Source: an optimization exercise on an open RTL-to-GDS flow (aim: small area, a short achievable clock period and few clock cycles per item). Production flows keep margins and buffers that such runs may drop.
Where RTL was checked, it was by simulation tests only, not by an equivalence proof against the original.
Only the layout flow was run in run 2; the RTL was not checked for function there.

<file path="design/flow/flow/run.sh">
#!/bin/bash
# The standard layout, with every input and output port buffered by a plain
# sky130_fd_sc_hd__buf_1 instead of the default port buffer cell. The full
# output of the ORFS make run (synthesis, floorplan, placement, CTS, routing,
# finishing) goes to flow_make.log in this folder; ORFS also keeps each
# step's own log under orfs/logs.
set -euo pipefail
export BUFFER_PORTS_ARGS="-buffer_cell sky130_fd_sc_hd__buf_1"
bash standard.sh > flow_make.log 2>&1
</file>
<file path="design/flow/standard.sh">
#!/bin/bash
# synth_recipe.tcl (not shown) runs the flow's synth.tcl, then flattens the netlist and writes it again
# the make line also repeats each setting of config.mk as NAME=value (left out here)
make -C /OpenROAD-flow-scripts/flow DESIGN_CONFIG=/design/flow/config.mk WORK_HOME=/design/flow/orfs CLKGATE_MAP_FILE= SYNTH_SCRIPT=/design/flow/synth_recipe.tcl "${@:-finish}"
</file>
<file path="design/flow/config.mk">
export PLATFORM = sky130hd
export DESIGN_NAME = simon_engine
export DESIGN_NICKNAME = simon_engine
export VERILOG_FILES = /design/flow/design.v
export SDC_FILE = /design/flow/constraint.sdc
export NUM_CORES = 4
export LEC_CHECK = 0
export ABC_CLOCK_PERIOD_IN_PS = 2100
export CAP_MARGIN = 20
export CORE_MARGIN = 2
export CORE_UTILIZATION = 40
export CTS_BUF_LIST = sky130_fd_sc_hd__clkbuf_8 sky130_fd_sc_hd__clkbuf_16
export CTS_CLUSTER_DIAMETER = 80
export CTS_CLUSTER_SIZE = 16
export SETUP_SLACK_MARGIN = 1.95
export SLEW_MARGIN = 20
</file>
<file path="design/flow/constraint.sdc">
create_clock -name core_clock -period 4.0 [get_ports {clk}]
set_input_delay 0.8000 -clock core_clock [delete_from_list [all_inputs] [get_ports {clk}]]
set_output_delay 0.8000 -clock core_clock [all_outputs]
set_load 0.01 [all_outputs]
</file>
<file path="design/flow/design.v">
`timescale 1ns / 1ps
module simon_engine (
  input  logic           clk,                  
  input  logic           rst,                  
  input  logic           ctrl_in_begin,        
  input  logic [10:0]    ctrl_in_num_blocks,   
  input  logic [63:0]    ctrl_in_key,          
  output logic           done_intr,            
  output logic [31:0]    pt_addra,
  input  logic [31:0]    pt_rd_data,
  output logic [31:0]    ct_addra,
  output logic [31:0]    ct_wr_data,
  output logic [3:0]     ct_wea
);
  localparam int R  = 3;                
  localparam int NS = (32 + R - 1) / R;         
  localparam int R0 = 32 - R * (NS - 1);        
  localparam logic [61:0] Z = 62'b01100111000011010100100010111110110011100001101010010001011111;
  logic          run;      
  logic [NS:1]   tok;      
  logic [11:0]   rd;       
  logic [10:0]   wr;       
  logic          wea_r, done_r;
  wire start = !run && ctrl_in_begin;
  wire [11:0] last = {1'b0, ctrl_in_num_blocks} + 12'(NS - 1);
  always_ff @(posedge clk) begin
    if (!rst) begin
      run    <= 1'b0;
      tok    <= '0;
      rd     <= '0;
      wea_r  <= 1'b0;
      done_r <= 1'b0;
    end else begin
      tok    <= {tok[NS-1:1], start};
      if (start)
        run <= 1'b1;
      else if (done_r)
        run <= 1'b0;
      rd     <= (run && !done_r) ? rd + 1'b1 : {11'd0, start};
      wea_r  <= tok[NS] || (wea_r && !done_r);
      done_r <= run && (rd == last);
    end
    if (!run)
      wr <= '0;
    else if (wea_r)
      wr <= wr + 1'b1;
  end
  function automatic logic [15:0] ror(input logic [15:0] v, input int s);
    ror = (v >> s) | (v << (16 - s));
  endfunction
  function automatic logic [R-1:0] zbits(input int n);
    zbits = Z[R*n +: R];
  endfunction
  localparam logic [64*67-1:0] KM = {
    67'h8f01801401ec00a0,
    67'hc780400a00f60050,
    67'h263c02005007b0028,
    67'h231e09002803d0014,
    67'h18f04801c01e000a,
    67'h10c78a400600f0005,
    67'h63c5200b0078002,
    67'h1031e2900d8034001,
    67'h18f1480ec01a000,
    67'h80c70a40f6005000,
    67'hc06305207b002800,
    67'he03102903d801400,
    67'hf01801481ec00a00,
    67'h780c00a40f600500,
    67'h3c06005207b00280,
    67'h41e03002903d80140,
    67'ha080018014000c,
    67'h50c000400a0006,
    67'h10028600020050003,
    67'h10014300090028001,
    67'ha18004801c000,
    67'h50c00a4006000,
    67'h8002060052003000,
    67'h4001030029001800,
    67'ha000018014800c00,
    67'h500000c00a400600,
    67'h2800006005200300,
    67'h1400003002900180,
    67'ha000018014800c0,
    67'h500000c00a40060,
    67'h280000600520030,
    67'h20140000300290018,
    67'hc000080018000,
    67'h60000c0004000,
    67'h3000060002000,
    67'h8001000030001000,
    67'hc000000018000800,
    67'h600000000c000400,
    67'h3000000006000200,
    67'h1800000003000100,
    67'hc00000001800080,
    67'h600000000c00040,
    67'h300000000600020,
    67'h180000000300010,
    67'hc0000000180008,
    67'h600000000c0004,
    67'h30000000060002,
    67'h10018000000030001,
    67'h8000000000000000,
    67'h4000000000000000,
    67'h2000000000000000,
    67'h1000000000000000,
    67'h800000000000000,
    67'h400000000000000,
    67'h200000000000000,
    67'h100000000000000,
    67'h80000000000000,
    67'h40000000000000,
    67'h20000000000000,
    67'h10000000000000,
    67'h8000000000000,
    67'h4000000000000,
    67'h2000000000000,
    67'h1000000000000
  };
  localparam logic [63:0] KC = 64'ha0fcaffcfffc0000;
  function automatic logic [63:0] kstep(input logic [63:0] k, input logic [R-1:0] zb);
    for (int b = 0; b < 64; b++) kstep[b] = ^({zb, k} & KM[(R+64)*b +: R+64]) ^ KC[b];
  endfunction
  logic [63:0]  ks;
  logic [R-1:0] zr;
  wire  [63:0]  kn = kstep(ks, zr);
  always_ff @(posedge clk) begin
    ks <= run ? kn : ctrl_in_key;
    zr <= zbits(0);
    for (int s = 1; s < NS; s++)
      if (tok[s]) zr <= zbits(s);
  end
  function automatic int stage_of(input int j);
    stage_of = (j < R0) ? 0 : 1 + (j - R0) / R;
  endfunction
  logic [15:0] rkey [0:31];
  for (genvar j = 0; j < 32; j++) begin : g_key
    localparam int S = stage_of(j);
    localparam int O = j - R * (S - 1);
    if (j < 4) begin : g_in
      assign rkey[j] = ctrl_in_key[16*j +: 16];
    end else if (O < 4) begin : g_ks
      always_ff @(posedge clk)
        if (tok[S]) rkey[j] <= ks[16*O +: 16];
    end else begin : g_kn
      always_ff @(posedge clk)
        if (tok[S]) rkey[j] <= kn[16*(O-R) +: 16];
    end
  end
  function automatic logic [31:0] rounds(input logic [31:0] b, input logic [16*R-1:0] k, input int n);
    logic [15:0] x, y, t;
    x = b[31:16];
    y = b[15:0];
    for (int j = 0; j < n; j++) begin
      t = x;
      x = y ^ ({x[14:0], x[15]} & {x[7:0], x[15:8]}) ^ {x[13:0], x[15:14]} ^ k[16*j +: 16];
      y = t;
    end
    rounds = {x, y};
  endfunction
  logic [31:0] d [0:NS];
  assign d[0] = pt_rd_data;
  for (genvar s = 0; s < NS; s++) begin : g_stage
    localparam int F = (s == 0) ? 0 : R0 + R * (s - 1);    
    localparam int N = (s == 0) ? R0 : R;                  
    logic [16*R-1:0] k;
    for (genvar j = 0; j < R; j++) begin : g_k
      if (j < N) begin : g_v
        assign k[16*j +: 16] = rkey[F + j];
      end else begin : g_x
        assign k[16*j +: 16] = '0;
      end
    end
    always_ff @(posedge clk)
      d[s+1] <= rounds(d[s], k, N);
  end
  assign pt_addra   = {19'd0, rd[10:0], 2'b00};
  assign ct_addra   = {19'd0, wr, 2'b00};
  assign ct_wr_data = d[NS];
  assign ct_wea     = {4{wea_r}};
  assign done_intr  = done_r;
endmodule
</file>
==> results of run 1 <==
[layer usage]
| layer | global-route usage, % | part of all wire [%] | up-vias |
|---|---|---|---|
| li1 | - | - | 11500 |
| met1 | 33.0 | 43 | 12600 |
| met2 | 37.5 | 47 | 1027 |
| met3 | 3.19 | 7.4 | 170 |
| met4 | 7.00 | 2.7 | 2 |
| met5 | 0 | 0.0082 | - |
[cell type report]
cell class	count	area share (%)
sequential	904	44.4
clock buffer	69	3.37
multi-input combinational	2414	44.2
tap	1488	3.64
timing repair buffer	326	3.89
clock inverter	52	0.486
inverter	5	0.0513
antenna	6	0.0293
[synth_stat cells (9+ instances only)]
library cell	n	area [um^2]
a21oi_1	30	150
and2_1	17	106
buf_4	57	428
clkbuf_1	17	63.8
dfxtp_1	456	9130
edfxtp_1	448	13500
mux2_2	38	428
nand2_1	527	1980
nand3_1	9	45.0
nor2_1	47	176
xnor2_1	1102	9650
xnor2_2	170	2770
xnor3_1	161	3630
xor2_1	214	1870
[worst register-to-register path: stages (launching register included)]
cell and delay [ns]:
dfxtp_1 0.31, buf_4 0.34, xnor2_2 0.21, xnor2_1 0.13, xnor2_1 0.35, xnor2_1 0.15, xnor2_1 0.19, mux2_4 0.28
[cells by family after synthesis]
kind of cell	after synthesis	share of synthesized area [%]
muxes	40	1.02
and+or+nand+nor	630	5.64
other	1	0.00845
buffers and inverters	86	1.23
AOI/OAI and AO/OA	49	0.623
adders and majority gates	3	0.0846
DFF	904	50.9
xor gates and xnor gates	1650	40.5
[how the worst max path moves through the flow]
stage,start,to,slack (ns),cells past startpoint
2_1_floorplan,tok[5],zr[1],1.90,2
3_3_place_gp,ks[26],rkey[22][9],1.00,3
3_5_place_dp,ctrl_in_key[33],d[2][21],1.34,7
4_1_cts,ks[55],ks[61],1.92,6
5_1_grt,ks[63],ks[62],1.86,7
6_report,ks[34],ks[61],1.94,7
[flip-flops by register name, indices dropped and copies added (netlist names)]
name    cells
ks         64
rkey      448
done_r      1
run         1
tok        11
wea_r       1
d         352
wr         11
zr          3
rd         12
[per-stage QoR]
step,area (um^2),utilization (%),cells,setup WS (ns)
floorplan,44500,-,3404,1.90
detailed placement,47100,42.7,5035,1.34
global placement,47000,42.6,5032,1.00
CTS,49900,45.2,5194,1.92
finish,51200,46.4,5264,1.94
global route,51200,46.4,5258,1.86
[repair_timing]
action	in CTS	in global routing
gates resized for setup	121	188
pin swaps	21	49
buffers inserted	38	64
setup endpoints to repair	163	180
==> impl_metrics.ini, run 1 <==
[synth]
ys_warn_count = 3
syn_avg_cell_area_um2 = 13.2
seq_area_frac_synth_pct = 50.9
synth-async-reset-ratio_pct = 0
synth_cells = 3363
synth-main-ff-cell = dfxtp_1
mappedNetlistArea_um2 = 44400
yosys.cell_types.count = 44
synth_edf_count = 448
synth_seq_cells = 904

[timing]
maxClockFrequency_ghz = 0.486
finalSetupViolations = 0
finalCriticalPeriod_ns = 2.06
tns_ns = 0
final_max_slew_viol_count = 0
tightest_slew_ns = 1.11
worst_clock_skew_ns = 0.0231
rsz0062_at_grt = true
finalCritPeriodShare_pct = 51.4
whs_ns = 0.452
finalHoldViolations = 0
max_slew_margin_pct = 25.8

[route]
vias = 25400
first_pass_iters = 5
drt_iter0_drc = 2685
vias_per_cell = 4.82
route.detailed.drc = 0
drt-total-wl_mm = 134
wire_per_inst_um = 25.5
antenna_left = 0

[cts]
cts_buffer_depth = 3
clk_pin_slew_ns = 0.08
cts_root_buf = clkbuf_16
clk_latency_ns = 0.65
cts_max_level = 3
numCtsBuffers = 67
cts_tree = done
ctsHoldBuffers = 0
cts.sinks = 904

[worst_setup_path]
crit_chain = buf_4, xnor2_2, xnor2_1, xnor2_1, xnor2_1, xnor2_1, mux2_4
crit_slowest_cell = xnor2_1
cp.required_ns = 4.53
cp_slowest_stage_delay_ns = 0.35
timing.rr.end = ks[61]
ff2ff_path_depth = 7
worst_setup_path_end_kind = flop
rr_startpoint = ks[34]
rrSetupSlack_ns = 1.94
cp_top_family = XOR/XNOR gates
crit_top_cell = xnor2_1
crit_fanout = 11
cp.arrival_ns = 2.59
critical_path_class = reg -> reg
crit_buf_inv = 1
cp-start-kind = flop

[final_layout]
final_common_cell = xnor2_1
final_cell_mix = xnor2_1 (1004), nand2_1 (527), edfxtp_1 (448)
regArea_um2 = 22700
area_growth_pct = 15.4
multi_input_area_um2 = 22600
drive_above_1_share_pct = 19.5
fillers = 9942
nets = 3831

[hold_path]
hold_depth = 1
hp-start = tok[11]
hold_class = reg -> reg
min_to = wea_r

[die]
die_h_um = 337
io-pin-count = 211
die_w_um = 337
initial_core_util_pct = 40.2
coreArea_um2 = 110000
die-area_um2 = 114000
rows = 122

[global_routing]
grt_pass1_wl_mm = 187
grt_pass1_vias = 24500
grt_antenna_before_repair = 26
grt_overflow = 0
grtUsageTotal_pct = 23.4
grt_start_max_net_pins = 53

[run_status]
status = timing/DRC/antenna clean

[place]
routabilityCongestion = 0.889
place.port_buffers = 168
hpwlAfterDp_mm = 93.6

[flow_run]
drv_cap = 0
Testbench counts, summed over its fixed seeds: cycles 5,453, blocks 3,917.
==> run 2, diff against run 1 <==
--- a/design/flow/design.v
+++ b/design/flow/design.v
@@ -12,7 +12,7 @@
   output logic [31:0]    ct_wr_data,
   output logic [3:0]     ct_wea
 );
-  localparam int R  = 3;                
+  localparam int R  = 3;                        
   localparam int NS = (32 + R - 1) / R;         
   localparam int R0 = 32 - R * (NS - 1);        
   localparam logic [61:0] Z = 62'b01100111000011010100100010111110110011100001101010010001011111;
@@ -51,75 +51,22 @@
   function automatic logic [R-1:0] zbits(input int n);
     zbits = Z[R*n +: R];
   endfunction
-  localparam logic [64*67-1:0] KM = {
-    67'h8f01801401ec00a0,
-    67'hc780400a00f60050,
-    67'h263c02005007b0028,
-    67'h231e09002803d0014,
-    67'h18f04801c01e000a,
-    67'h10c78a400600f0005,
-    67'h63c5200b0078002,
-    67'h1031e2900d8034001,
-    67'h18f1480ec01a000,
-    67'h80c70a40f6005000,
-    67'hc06305207b002800,
-    67'he03102903d801400,
-    67'hf01801481ec00a00,
-    67'h780c00a40f600500,
-    67'h3c06005207b00280,
-    67'h41e03002903d80140,
-    67'ha080018014000c,
-    67'h50c000400a0006,
-    67'h10028600020050003,
-    67'h10014300090028001,
-    67'ha18004801c000,
-    67'h50c00a4006000,
-    67'h8002060052003000,
-    67'h4001030029001800,
-    67'ha000018014800c00,
-    67'h500000c00a400600,
-    67'h2800006005200300,
-    67'h1400003002900180,
-    67'ha000018014800c0,
-    67'h500000c00a40060,
-    67'h280000600520030,
-    67'h20140000300290018,
-    67'hc000080018000,
-    67'h60000c0004000,
-    67'h3000060002000,
-    67'h8001000030001000,
-    67'hc000000018000800,
-    67'h600000000c000400,
-    67'h3000000006000200,
-    67'h1800000003000100,
-    67'hc00000001800080,
-    67'h600000000c00040,
-    67'h300000000600020,
-    67'h180000000300010,
-    67'hc0000000180008,
-    67'h600000000c0004,
-    67'h30000000060002,
-    67'h10018000000030001,
-    67'h8000000000000000,
-    67'h4000000000000000,
-    67'h2000000000000000,
-    67'h1000000000000000,
-    67'h800000000000000,
-    67'h400000000000000,
-    67'h200000000000000,
-    67'h100000000000000,
-    67'h80000000000000,
-    67'h40000000000000,
-    67'h20000000000000,
-    67'h10000000000000,
-    67'h8000000000000,
-    67'h4000000000000,
-    67'h2000000000000,
-    67'h1000000000000
-  };
-  localparam logic [63:0] KC = 64'ha0fcaffcfffc0000;
+  function automatic logic [15:0] bb(input logic [15:0] v);    
+    bb = ror(v, 6) ^ ror(v, 8);
+  endfunction
+  function automatic logic [15:0] b1(input logic [15:0] v);    
+    b1 = ror(v, 3) ^ ror(v, 4);
+  endfunction
   function automatic logic [63:0] kstep(input logic [63:0] k, input logic [R-1:0] zb);
-    for (int b = 0; b < 64; b++) kstep[b] = ^({zb, k} & KM[(R+64)*b +: R+64]) ^ KC[b];
+    logic [15:0] k0, k1, k2, k3, a0, a1, a2, k4, k5, k6;
+    {k3, k2, k1, k0} = k;
+    a0 = k0 ^ k1 ^ ror(k1, 1) ^ 16'hfffc ^ {15'd0, zb[0]};
+    a1 = k1 ^ k2 ^ ror(k2, 1) ^ 16'hfffc ^ {15'd0, zb[1]};
+    a2 = k2 ^ k3 ^ ror(k3, 1) ^ 16'hfffc ^ {15'd0, zb[2]};
+    k4 = a0 ^ b1(k3);
+    k5 = (a1 ^ b1(a0)) ^ bb(k3);
+    k6 = (a2 ^ b1(a1)) ^ (bb(a0) ^ (ror(k3, 9) ^ ror(k3, 10) ^ ror(k3, 11) ^ ror(k3, 12)));
+    kstep = {k6, k5, k4, k3};
   endfunction
   logic [63:0]  ks;
   logic [R-1:0] zr;
--- a/design/flow/config.mk
+++ b/design/flow/config.mk
@@ -9,8 +9,7 @@
 export CAP_MARGIN = 20
 export CORE_MARGIN = 2
 export CORE_UTILIZATION = 40
-export CTS_BUF_LIST = sky130_fd_sc_hd__clkbuf_8 sky130_fd_sc_hd__clkbuf_16
-export CTS_CLUSTER_DIAMETER = 80
-export CTS_CLUSTER_SIZE = 16
+export CTS_CLUSTER_DIAMETER = 120
+export CTS_CLUSTER_SIZE = 24
 export SETUP_SLACK_MARGIN = 1.95
 export SLEW_MARGIN = 20
==> run 2 against run 1 <==
  * Synthesized area is 2.3% lower
  * Final area is 1.7% lower
  * Critical path type unchanged
  * Highest routed layer is now met4
==> impl_metrics.ini, run 2 <==
[die]
coreArea_um2 = 107000
die-area_um2 = 111000
initial_core_util_pct = 40.4
io-pin-count = 211
rows = 120
die_h_um = 333
die_w_um = 333

[synth]
ys_warn_count = 3
mappedNetlistArea_um2 = 43400
syn_avg_cell_area_um2 = 12.9
synth-async-reset-ratio_pct = 0
synthTopCellsByCount = xnor2_1 (1250), nand2_1 (524), dfxtp_1 (456)
synth_top_area_share_pct = 31.0
netlist_top_cells_area = edfxtp_1 (31%), xnor2_1 (25%), dfxtp_1 (21%)
synth_seq_cells = 904
yosys.cell_types.count = 44
yosysTopAreaCell = edfxtp_1
synth_edf_count = 448
yosysMostFrequentCell = xnor2_1
seq_area_frac_synth_pct = 52.1
synth_cells = 3373
synth-main-ff-cell = dfxtp_1

[timing]
max_slew_margin_pct = 43.3
final_max_slew_viol_count = 0
finalCriticalPeriod_ns = 2.21
rsz0062_at_grt = true
tns_ns = 0
finalHoldViolations = 0
maxClockFrequency_ghz = 0.453
worst_clock_skew_ns = 0.0448
tightest_slew_ns = 0.850
finalCritPeriodShare_pct = 55.2
finalSetupViolations = 0

[run_status]
status = timing/DRC/antenna clean

[cts]
cts_max_level = 2
cts.sinks = 904
cts_tree = done
clk_pin_slew_ns = 0.10
cts_root_buf = clkbuf_16
numCtsBuffers = 43
clk_latency_ns = 0.64
cts_buffer_depth = 3

[flow_run]
drv_cap = 0

[route]
wl_met1_mm = 57.2
antenna_left = 0
drt_iter0_drc = 2610
vias = 25400
first_pass_iters = 5
wire_per_inst_um = 25.7
drt-total-wl_mm = 133
dr_wl_met3_mm = 10.0
vias_per_cell = 4.93
route.detailed.drc = 0
top_layer = met4
route.met2.wl_mm = 61.6

[final_layout]
area_growth_pct = 16.1
fillers = 9561
final_util_pct = 46.9
regMostFlops = rkey
fin_area_um2 = 50400
drive_above_1_share_pct = 21.2
stdcell_count = 5147
final_cell_mix = xnor2_1 (1013), nand2_1 (522), edfxtp_1 (448)
largest_register_ff_count = 448
top_regs = rkey x448, d x352, ks x64
multi_input_area_um2 = 22500
final_common_cell = xnor2_1
regArea_um2 = 22800
nets = 3820

[global_routing]
grt_pass1_wl_mm = 185
grtUsageTotal_pct = 23.4
grt_antenna_before_repair = 21
grt_overflow = 0
grt_pass1_vias = 24400
grt_start_max_net_pins = 71

[worst_setup_path]
rr_startpoint = ks[39]
worst_setup_path_end_kind = flop
crit_fanout = 7
cp-start-kind = flop
critical_path_class = reg -> reg
cp.arrival_ns = 2.73
cp.required_ns = 4.53
critical_path.startpoint = ks[39]
rrSetupSlack_ns = 1.79

[hold_path]
hp-start = ctrl_in_key[33]
hold_class = in -> reg

[place]
place.port_buffers = 168
routabilityCongestion = 0.879
dp.cells = 4963
place_area_um2 = 45900
hpwlAfterDp_mm = 94.4
run 2: changes by cell type in the layout (fill, tap and decap cells not counted), moves of 28 or more:
| cell | previous run | this run |
|---|---|---|
| dfxtp_1 | 367 | 339 |
| clkbuf_1 | 0 | 29 |
| xnor3_2 | 71 | 159 |
| inv_1 | 46 | 11 |
| xnor3_1 | 90 | 1 |
run 2: final cells by class:
type,instances,area share [%]
inverters,17,0.157
clock inverters,1,0.0174
well taps,1403,3.49
clock buffers,75,2.48
diodes,6,0.0298
repair buffers,327,3.96
multi-input cells,2414,44.7
flip-flops and latches,904,45.2
run 2: critical path: stages, from the launching register on:
cell and delay [ns]:
dfxtp_2 0.69, buf_4 0.42, xnor2_1 0.24, xnor2_1 0.13, xnor2_1 0.34, xnor2_1 0.17
a21oi_1 0.08
run 2: kinds of logic after synthesis:
kind of cell             Yosys count  synth area share (%)
XOR/XNOR                        1637                  39.0
flip-flops                       904                  52.1
AND/OR/NAND/NOR                  638                  5.87
buffers and inverters             96                  1.33
AO/OA/AOI/OAI                     61                 0.779
multiplexers                      33                 0.863
adder cells (fa/ha/maj)            3                0.0866
other                              1               0.00865
run 2: timing repair:
item                                    CTS  global route
buffers inserted                         41            61
endpoints found under the setup margin  299           185
hold buffers                              0             0
pin swaps                                17            59
resized for setup                       211           218
run 2: through the flow:
stage | setup WS [ns] | hold WS (ns)
2_1_floorplan | 1.93 | 0.418
3_3_place_gp | 1.41 | 0.435
3_5_place_dp | 1.39 | 0.428
4_1_cts | 1.84 | 0.427
5_1_grt | 1.83 | 0.456
6_report | 1.79 | 0.445
run 2: worst paths after layout:
kind                  to  depth (start not counted)
hold reg to reg    wea_r                          1
setup reg to reg  ks[50]                          6
setup / recovery  ks[50]                          6
hold / removal    ks[33]                          2
run 2: layer usage:
layer,vias to the layer above,GRT usage (%)
met3,160,2.68
li1,11500,-
met1,12700,33.5
met4,0,6.49
met5,-,0
met2,1003,37.6

port drivers added, routing unchanged:
Ports are ideal in the flow. The routed layouts listed here were re-timed in OpenROAD.
Step 1 (the two cells are an assumption about what drives the block):
set clk [get_ports {clk}]
set_driving_cell -lib_cell sky130_fd_sc_hd__clkbuf_16 $clk
set_driving_cell -lib_cell sky130_fd_sc_hd__buf_2 [delete_from_list [all_inputs] $clk]
Step 2 times the ports against the registers' clock, not the clock port: input delays grow and output delays shrink by t, the midpoint of the rising clock arrivals with the driver on.
a / b / c = ideal / step 1 / step 2; a / b = the first two.
run	shift t [ns]	setup slack, ns	worst setup path after step 2
run 1	0.708	1.943 / 1.918 / 1.412	input to register
run 2	0.691	1.792 / 1.792 / 1.561	input to register
After both steps setup and hold are still met in every run listed. For run 1, which loses most, drivers alone change the setup slack by -0.025 ns; drivers and shift together by -0.531 ns.
